This design comes from an exercise in tuning for small area on the open sky130 flow, not from production work. Only simulation tests tie the RTL to the original design; equivalence was not proved. Power figures rest on the tool's default switching activity, not on a simulated workload.

==> flow/design.v (excerpt) <==
module bdot256 #(
  parameter DATA_WIDTH = 1,
  parameter ACCU_WIDTH = 32,
  parameter VECTOR_LENGTH = 256,
  parameter MULT_LATENCY = 3,
  parameter INPUT_DELAY = 1,
  parameter TREE_DELAY = 1,
  parameter OUT_DELAY = 1,
  parameter ROW_NUM = 1
) (
  input  wire         clk,
  input  wire         rst,
  input  wire         ena,
  input  wire [31:0]  acc_reg,
  input  wire [255:0] a_in,
  input  wire [255:0] b_in,
  output wire [31:0]  result
);
clock: 5.0 ns
lec_check: 0
cap_margin: 20
core_margin: 2
core_utilization: 45
gpl_timing_driven: 0
place_density: 0.6
slew_margin: 20
standard.sh (not shown) runs the stock make flow with config.mk's settings and CLKGATE_MAP_FILE= SYNTH_SCRIPT=/design/flow/synth_recipe.tcl, a recipe that flattens the netlist after the stock synthesis.
==> flow/flow/run.sh <==
#!/bin/bash
# Standard ORFS layout (the standard.sh) with these changes:
#  - Yosys's generic synth pass runs with -noabc, so its internal ABC pre-mapping does not
#    scramble the polarity of the full-adder logic before extract_fa (fewer inverters);
#  - the port buffers that buffer_ports inserts on every input and output are buf_1;
#  - clock tree: clkbuf_8 buffers, sink clusters of up to 18 flip-flops, no dummy loads;
#  - the largest buffers and inverters are added to the platform's don't-use list, so the
#    enable net's buffer tree is built from smaller buffers.
set -euo pipefail
DU="sky130_fd_sc_hd__probe_p_8 sky130_fd_sc_hd__probec_p_8 sky130_fd_sc_hd__lpflow_bleeder_1 sky130_fd_sc_hd__lpflow_clkbufkapwr_1 sky130_fd_sc_hd__lpflow_clkbufkapwr_16 sky130_fd_sc_hd__lpflow_clkbufkapwr_2 sky130_fd_sc_hd__lpflow_clkbufkapwr_4 sky130_fd_sc_hd__lpflow_clkbufkapwr_8 sky130_fd_sc_hd__lpflow_clkinvkapwr_1 sky130_fd_sc_hd__lpflow_clkinvkapwr_16 sky130_fd_sc_hd__lpflow_clkinvkapwr_2 sky130_fd_sc_hd__lpflow_clkinvkapwr_4 sky130_fd_sc_hd__lpflow_clkinvkapwr_8 sky130_fd_sc_hd__lpflow_decapkapwr_12 sky130_fd_sc_hd__lpflow_decapkapwr_3 sky130_fd_sc_hd__lpflow_decapkapwr_4 sky130_fd_sc_hd__lpflow_decapkapwr_6 sky130_fd_sc_hd__lpflow_decapkapwr_8 sky130_fd_sc_hd__lpflow_inputiso0n_1 sky130_fd_sc_hd__lpflow_inputiso0p_1 sky130_fd_sc_hd__lpflow_inputiso1n_1 sky130_fd_sc_hd__lpflow_inputiso1p_1 sky130_fd_sc_hd__lpflow_inputisolatch_1 sky130_fd_sc_hd__lpflow_isobufsrc_1 sky130_fd_sc_hd__lpflow_isobufsrc_16 sky130_fd_sc_hd__lpflow_isobufsrc_2 sky130_fd_sc_hd__lpflow_isobufsrc_4 sky130_fd_sc_hd__lpflow_isobufsrc_8 sky130_fd_sc_hd__lpflow_isobufsrckapwr_16 sky130_fd_sc_hd__lpflow_lsbuf_lh_hl_isowell_tap_1 sky130_fd_sc_hd__lpflow_lsbuf_lh_hl_isowell_tap_2 sky130_fd_sc_hd__lpflow_lsbuf_lh_hl_isowell_tap_4 sky130_fd_sc_hd__lpflow_lsbuf_lh_isowell_4 sky130_fd_sc_hd__lpflow_lsbuf_lh_isowell_tap_1 sky130_fd_sc_hd__lpflow_lsbuf_lh_isowell_tap_2 sky130_fd_sc_hd__lpflow_lsbuf_lh_isowell_tap_4"
DU="$DU sky130_fd_sc_hd__buf_12 sky130_fd_sc_hd__buf_16 sky130_fd_sc_hd__bufbuf_8 sky130_fd_sc_hd__bufbuf_16 sky130_fd_sc_hd__bufinv_8 sky130_fd_sc_hd__bufinv_16 sky130_fd_sc_hd__inv_12 sky130_fd_sc_hd__inv_16"
bash standard.sh "SYNTH_ARGS=-noabc" \
  "BUFFER_PORTS_ARGS=-buffer_cell sky130_fd_sc_hd__buf_1" \
  "CTS_ARGS=-sink_clustering_enable -repair_clock_nets -dont_use_dummy_load -buf_list sky130_fd_sc_hd__clkbuf_8 -sink_clustering_size 18 -sink_clustering_max_diameter 100" \
  "DONT_USE_CELLS=$DU" \
  finish > standard.log 2>&1
The starting point ran to the end with no violations.
Then changed:
--- a/flow/flow/run.sh
+++ b/flow/flow/run.sh
@@ -6 +6 @@
-#  - clock tree: clkbuf_8 buffers, sink clusters of up to 18 flip-flops, no dummy loads;
+#  - clock tree: clkbuf_8 buffers, sink clusters of up to 20 flip-flops, no dummy loads;
@@ -11 +11 @@
-DU="$DU sky130_fd_sc_hd__buf_12 sky130_fd_sc_hd__buf_16 sky130_fd_sc_hd__bufbuf_8 sky130_fd_sc_hd__bufbuf_16 sky130_fd_sc_hd__bufinv_8 sky130_fd_sc_hd__bufinv_16 sky130_fd_sc_hd__inv_12 sky130_fd_sc_hd__inv_16"
+DU="$DU sky130_fd_sc_hd__buf_6 sky130_fd_sc_hd__buf_8 sky130_fd_sc_hd__buf_12 sky130_fd_sc_hd__buf_16 sky130_fd_sc_hd__bufbuf_8 sky130_fd_sc_hd__bufbuf_16 sky130_fd_sc_hd__bufinv_8 sky130_fd_sc_hd__bufinv_16 sky130_fd_sc_hd__inv_12 sky130_fd_sc_hd__inv_16"
@@ -14 +14 @@
-  "CTS_ARGS=-sink_clustering_enable -repair_clock_nets -dont_use_dummy_load -buf_list sky130_fd_sc_hd__clkbuf_8 -sink_clustering_size 18 -sink_clustering_max_diameter 100" \
+  "CTS_ARGS=-sink_clustering_enable -repair_clock_nets -dont_use_dummy_load -buf_list sky130_fd_sc_hd__clkbuf_8 -sink_clustering_size 20 -sink_clustering_max_diameter 60" \
Global-route usage grows by 0.99 points.
Setup slack gains 0.0063 ns.
Clock skew grows by 0.013 ns.
Count of clock-buffer cells in the layout grows by 1.
Cell count shrinks by 0.34%.
Cell area shrinks by 0.43%.
Synthesized cell count stays the same.
Power shrinks by 0.50%.
Area after synthesis is about the same.
Sequential power shrinks by about 1%.
Then changed:
--- a/flow/flow/run.sh
+++ b/flow/flow/run.sh
@@ -6 +6 @@
-#  - clock tree: clkbuf_8 buffers, sink clusters of up to 20 flip-flops, no dummy loads;
+#  - clock tree: clkbuf_16 buffers, sink clusters of up to 30 flip-flops, no dummy loads;
@@ -8 +8,2 @@
-#    enable net's buffer tree is built from smaller buffers.
+#    enable net's buffer tree is built from smaller buffers;
+#  - synthesis runs flow/synth.tcl: synth_recipe.tcl with a delay-relaxed ABC mapping script.
@@ -12 +13,2 @@
-bash standard.sh "SYNTH_ARGS=-noabc" \
+export FLOW_ABC_SCRIPT="$PWD/flow/abc_speed_relaxed.script"
+bash standard.sh "SYNTH_ARGS=-noabc" "SYNTH_SCRIPT=$PWD/flow/synth.tcl" \
@@ -14 +16 @@
-  "CTS_ARGS=-sink_clustering_enable -repair_clock_nets -dont_use_dummy_load -buf_list sky130_fd_sc_hd__clkbuf_8 -sink_clustering_size 20 -sink_clustering_max_diameter 60" \
+  "CTS_ARGS=-sink_clustering_enable -repair_clock_nets -dont_use_dummy_load -buf_list sky130_fd_sc_hd__clkbuf_16 -sink_clustering_size 30 -sink_clustering_max_diameter 100" \
==> flow/flow/abc_speed_relaxed.script (new file) <==
&get -n
&st
&dch
&nf -R 100
&st
&syn2
&if -g -K 6
&synch2
&nf -R 100
&st
&syn2
&if -g -K 6
&synch2
&nf -R 100
&st
&syn2
&if -g -K 6
&synch2
&nf -R 100
&st
&syn2
&if -g -K 6
&synch2
&nf -R 100
&st
&syn2
&if -g -K 6
&synch2
&nf -R 100
&put
dnsize -c
==> flow/flow/synth.tcl (new file) <==
# The standard flow's synth_recipe.tcl, with ORFS's ABC mapping script swapped for
# flow/abc_speed_relaxed.script (ORFS's abc_speed.script with "&nf -R 100" and without its final
# buffer and upsize steps: the mapper may trade up to 100% of the best delay for area).
proc synth {args} { yosys synth -nofsm -noshare {*}$args }
proc abc {args} {
  set i [lsearch -exact $args -script]
  if {$i >= 0} { lset args [expr {$i + 1}] $::env(FLOW_ABC_SCRIPT) }
  yosys abc {*}$args
}
source $::env(SCRIPTS_DIR)/synth.tcl
# left out here: clear keep_hierarchy, flatten, clean up, hide names made inside functions, write 1_2_yosys.v
- CORE_UTILIZATION: 45 -> 55
- PLACE_DENSITY: 0.6 -> 0.7
The changed run ran to the end with no violations.
Non-clock buffer count decreases by 3.
Setup slack gets worse by 0.062 ns.
Utilization increases by 12 points.
Final cell count decreases by 4.5%.
Sequential share of layout area increases by 0.37 points.
Then changed:
--- a/flow/flow/run.sh
+++ b/flow/flow/run.sh
@@ -6 +6 @@
-#  - clock tree: clkbuf_16 buffers, sink clusters of up to 30 flip-flops, no dummy loads;
+#  - clock tree: clkbuf_8 buffers, sink clusters of up to 18 flip-flops, no dummy loads;
@@ -8,2 +8 @@
-#    enable net's buffer tree is built from smaller buffers;
-#  - synthesis runs flow/synth.tcl: synth_recipe.tcl with a delay-relaxed ABC mapping script.
+#    enable net's buffer tree is built from smaller buffers.
@@ -13,2 +12 @@
-export FLOW_ABC_SCRIPT="$PWD/flow/abc_speed_relaxed.script"
-bash standard.sh "SYNTH_ARGS=-noabc" "SYNTH_SCRIPT=$PWD/flow/synth.tcl" \
+bash standard.sh "SYNTH_ARGS=-noabc" \
@@ -16 +14 @@
-  "CTS_ARGS=-sink_clustering_enable -repair_clock_nets -dont_use_dummy_load -buf_list sky130_fd_sc_hd__clkbuf_16 -sink_clustering_size 30 -sink_clustering_max_diameter 100" \
+  "CTS_ARGS=-sink_clustering_enable -repair_clock_nets -dont_use_dummy_load -buf_list sky130_fd_sc_hd__clkbuf_8 -sink_clustering_size 18 -sink_clustering_max_diameter 100" \
- CORE_UTILIZATION: 55 -> 45
- PLACE_DENSITY: 0.7 -> 0.6
removed: flow/flow/abc_speed_relaxed.script
removed: flow/flow/synth.tcl
Clock skew grows by 0.028 ns. Non-clock buffer count grows by 3. Count of clock-buffer cells in the layout grows by 7.

Starting RTL as in the previous note.
export LEC_CHECK = 0
export CAP_MARGIN = 20
export CORE_MARGIN = 2
export CORE_UTILIZATION = 55
export GPL_TIMING_DRIVEN = 0
export PLACE_DENSITY = 0.7
export SLEW_MARGIN = 20
create_clock -name core_clock -period 5.0 [get_ports {clk}]
==> flow/flow/run.sh <==
#!/bin/bash
# Standard ORFS layout (the standard.sh) with these changes:
#  - Yosys's generic synth pass runs with -noabc, so its internal ABC pre-mapping does not
#    scramble the polarity of the full-adder logic before extract_fa (fewer inverters);
#  - the port buffers that buffer_ports inserts on every input and output are buf_1;
#  - clock tree: clkbuf_8 buffers, sink clusters of up to 20 flip-flops, no dummy loads;
#  - the largest buffers and inverters are added to the platform's don't-use list, so the
#    enable net's buffer tree is built from smaller buffers.
set -euo pipefail
DU="sky130_fd_sc_hd__probe_p_8 sky130_fd_sc_hd__probec_p_8 sky130_fd_sc_hd__lpflow_bleeder_1 sky130_fd_sc_hd__lpflow_clkbufkapwr_1 sky130_fd_sc_hd__lpflow_clkbufkapwr_16 sky130_fd_sc_hd__lpflow_clkbufkapwr_2 sky130_fd_sc_hd__lpflow_clkbufkapwr_4 sky130_fd_sc_hd__lpflow_clkbufkapwr_8 sky130_fd_sc_hd__lpflow_clkinvkapwr_1 sky130_fd_sc_hd__lpflow_clkinvkapwr_16 sky130_fd_sc_hd__lpflow_clkinvkapwr_2 sky130_fd_sc_hd__lpflow_clkinvkapwr_4 sky130_fd_sc_hd__lpflow_clkinvkapwr_8 sky130_fd_sc_hd__lpflow_decapkapwr_12 sky130_fd_sc_hd__lpflow_decapkapwr_3 sky130_fd_sc_hd__lpflow_decapkapwr_4 sky130_fd_sc_hd__lpflow_decapkapwr_6 sky130_fd_sc_hd__lpflow_decapkapwr_8 sky130_fd_sc_hd__lpflow_inputiso0n_1 sky130_fd_sc_hd__lpflow_inputiso0p_1 sky130_fd_sc_hd__lpflow_inputiso1n_1 sky130_fd_sc_hd__lpflow_inputiso1p_1 sky130_fd_sc_hd__lpflow_inputisolatch_1 sky130_fd_sc_hd__lpflow_isobufsrc_1 sky130_fd_sc_hd__lpflow_isobufsrc_16 sky130_fd_sc_hd__lpflow_isobufsrc_2 sky130_fd_sc_hd__lpflow_isobufsrc_4 sky130_fd_sc_hd__lpflow_isobufsrc_8 sky130_fd_sc_hd__lpflow_isobufsrckapwr_16 sky130_fd_sc_hd__lpflow_lsbuf_lh_hl_isowell_tap_1 sky130_fd_sc_hd__lpflow_lsbuf_lh_hl_isowell_tap_2 sky130_fd_sc_hd__lpflow_lsbuf_lh_hl_isowell_tap_4 sky130_fd_sc_hd__lpflow_lsbuf_lh_isowell_4 sky130_fd_sc_hd__lpflow_lsbuf_lh_isowell_tap_1 sky130_fd_sc_hd__lpflow_lsbuf_lh_isowell_tap_2 sky130_fd_sc_hd__lpflow_lsbuf_lh_isowell_tap_4"
DU="$DU sky130_fd_sc_hd__buf_6 sky130_fd_sc_hd__buf_8 sky130_fd_sc_hd__buf_12 sky130_fd_sc_hd__buf_16 sky130_fd_sc_hd__bufbuf_8 sky130_fd_sc_hd__bufbuf_16 sky130_fd_sc_hd__bufinv_8 sky130_fd_sc_hd__bufinv_16 sky130_fd_sc_hd__inv_12 sky130_fd_sc_hd__inv_16"
bash standard.sh "SYNTH_ARGS=-noabc" \
  "BUFFER_PORTS_ARGS=-buffer_cell sky130_fd_sc_hd__buf_1" \
  "CTS_ARGS=-sink_clustering_enable -repair_clock_nets -dont_use_dummy_load -buf_list sky130_fd_sc_hd__clkbuf_8 -sink_clustering_size 20 -sink_clustering_max_diameter 100" \
  "DONT_USE_CELLS=$DU" \
  finish > standard.log 2>&1
Change:
==> flow/flow/run.sh (replaced) <==
#!/bin/bash
# Standard ORFS layout (the standard.sh) with these changes:
#  - Yosys's generic synth pass runs with -noabc, so its internal ABC pre-mapping does not
#    scramble the polarity of the full-adder logic before extract_fa (fewer inverters);
#  - the port buffers that buffer_ports inserts on every input and output are buf_1;
#  - clock tree: clkbuf_8 buffers, sink clusters of up to 18 flip-flops, no dummy loads.
set -euo pipefail
bash standard.sh "SYNTH_ARGS=-noabc" \
  "BUFFER_PORTS_ARGS=-buffer_cell sky130_fd_sc_hd__buf_1" \
  "CTS_ARGS=-sink_clustering_enable -repair_clock_nets -dont_use_dummy_load -buf_list sky130_fd_sc_hd__clkbuf_8 -sink_clustering_size 18 -sink_clustering_max_diameter 100" \
  finish > standard.log 2>&1
- CORE_UTILIZATION: 55 -> 45
- PLACE_DENSITY: 0.7 -> 0.6
The changed run completed without violations.
Utilization shrinks by 12 points.
Routed wire length fell by about 12%.
Area after synthesis is about the same.
Die area came out higher by 22%.
Sequential share of layout area drops by 0.56 points.
Global-route usage falls by 9.8 points.
Change:
==> flow/flow/run.sh (replaced) <==
#!/bin/bash
# Standard ORFS layout (the standard.sh) with these changes:
#  - Yosys's generic synth pass runs with -noabc, so its internal ABC pre-mapping does not
#    scramble the polarity of the full-adder logic before extract_fa (fewer inverters);
#  - the port buffers that buffer_ports inserts on every input and output are buf_1;
#  - clock tree: clkbuf_8 buffers, sink clusters of up to 16 flip-flops, no dummy loads.
set -euo pipefail
bash standard.sh "SYNTH_ARGS=-noabc" \
  "BUFFER_PORTS_ARGS=-buffer_cell sky130_fd_sc_hd__buf_1" \
  "CTS_ARGS=-sink_clustering_enable -repair_clock_nets -dont_use_dummy_load -buf_list sky130_fd_sc_hd__clkbuf_8 -sink_clustering_size 16 -sink_clustering_max_diameter 100" \
  finish > standard.log 2>&1
What happened: The changed run went through all stages and came out clean; total power climbs slightly; global-route usage is about the same; wire length is lower slightly; clock skew climbs by 0.021 ns; cell count stays flat; via count is about the same.
Change:
==> flow/flow/run.sh (replaced) <==
#!/bin/bash
# Standard ORFS layout (the standard.sh) with two changes:
#  - Yosys's generic `synth` pass runs with -noabc, so its internal ABC pre-mapping does not
#    scramble the polarity of the full-adder logic before extract_fa (fewer inverters);
#  - the port buffers that buffer_ports inserts on every input and output are buf_1.
set -euo pipefail
bash standard.sh "SYNTH_ARGS=-noabc" "BUFFER_PORTS_ARGS=-buffer_cell sky130_fd_sc_hd__buf_1" finish > standard.log 2>&1
- CTS_BUF_LIST: unset -> sky130_fd_sc_hd__clkbuf_4
- GPL_TIMING_DRIVEN: 0 -> unset
Outcome: The changed run went through all stages and came out clean. Hold slack hardly moves. Synthesized cell count is unchanged. Sequential power is higher by about 1%. Clock skew drops by 0.051 ns.

-- what the ideal ports hide --
The flow's constraints put no driver on any port. The routed layouts listed below were extracted and timed again, unchanged, in two steps.
Step 1 (the two cells are an assumption about what drives the block):
set clk [get_ports {clk}]
set_driving_cell -lib_cell sky130_fd_sc_hd__clkbuf_16 $clk
set_driving_cell -lib_cell sky130_fd_sc_hd__buf_2 [delete_from_list [all_inputs] $clk]
Step 2 times the ports against the registers' clock, not the clock port: input delays grow and output delays shrink by t, the midpoint of the rising clock arrivals with the driver on.
a / b / c = no drivers / after step 1 / after step 2; a / b = the first two.
run	t, ns	setup WS [ns]	cell pins on the clock port's net
the first run of note 1	0.523	0.117 / 0.138 / -0.385	1
the second run of note 1	0.548	0.123 / 0.142 / -0.406	1
the third run of note 1	0.498	0.062 / 0.092 / -0.406	1
the fourth run of note 1	0.537	0.212 / 0.225 / -0.312	1
the first run of note 2	0.550	0.067 / 0.093 / -0.458	1
the second run of note 2	0.529	0.154 / 0.176 / -0.353	1
the third run of note 2	0.528	0.131 / 0.153 / -0.375	1
the fourth run of note 2	0.675	0.225 / 0.237 / -0.438	1
With both steps, setup timing fails in every run listed, where it was met with ideal ports. The setup slack of the fourth run of note 2, which loses most, moves by +0.012 ns with the drivers and by -0.663 ns with both steps.
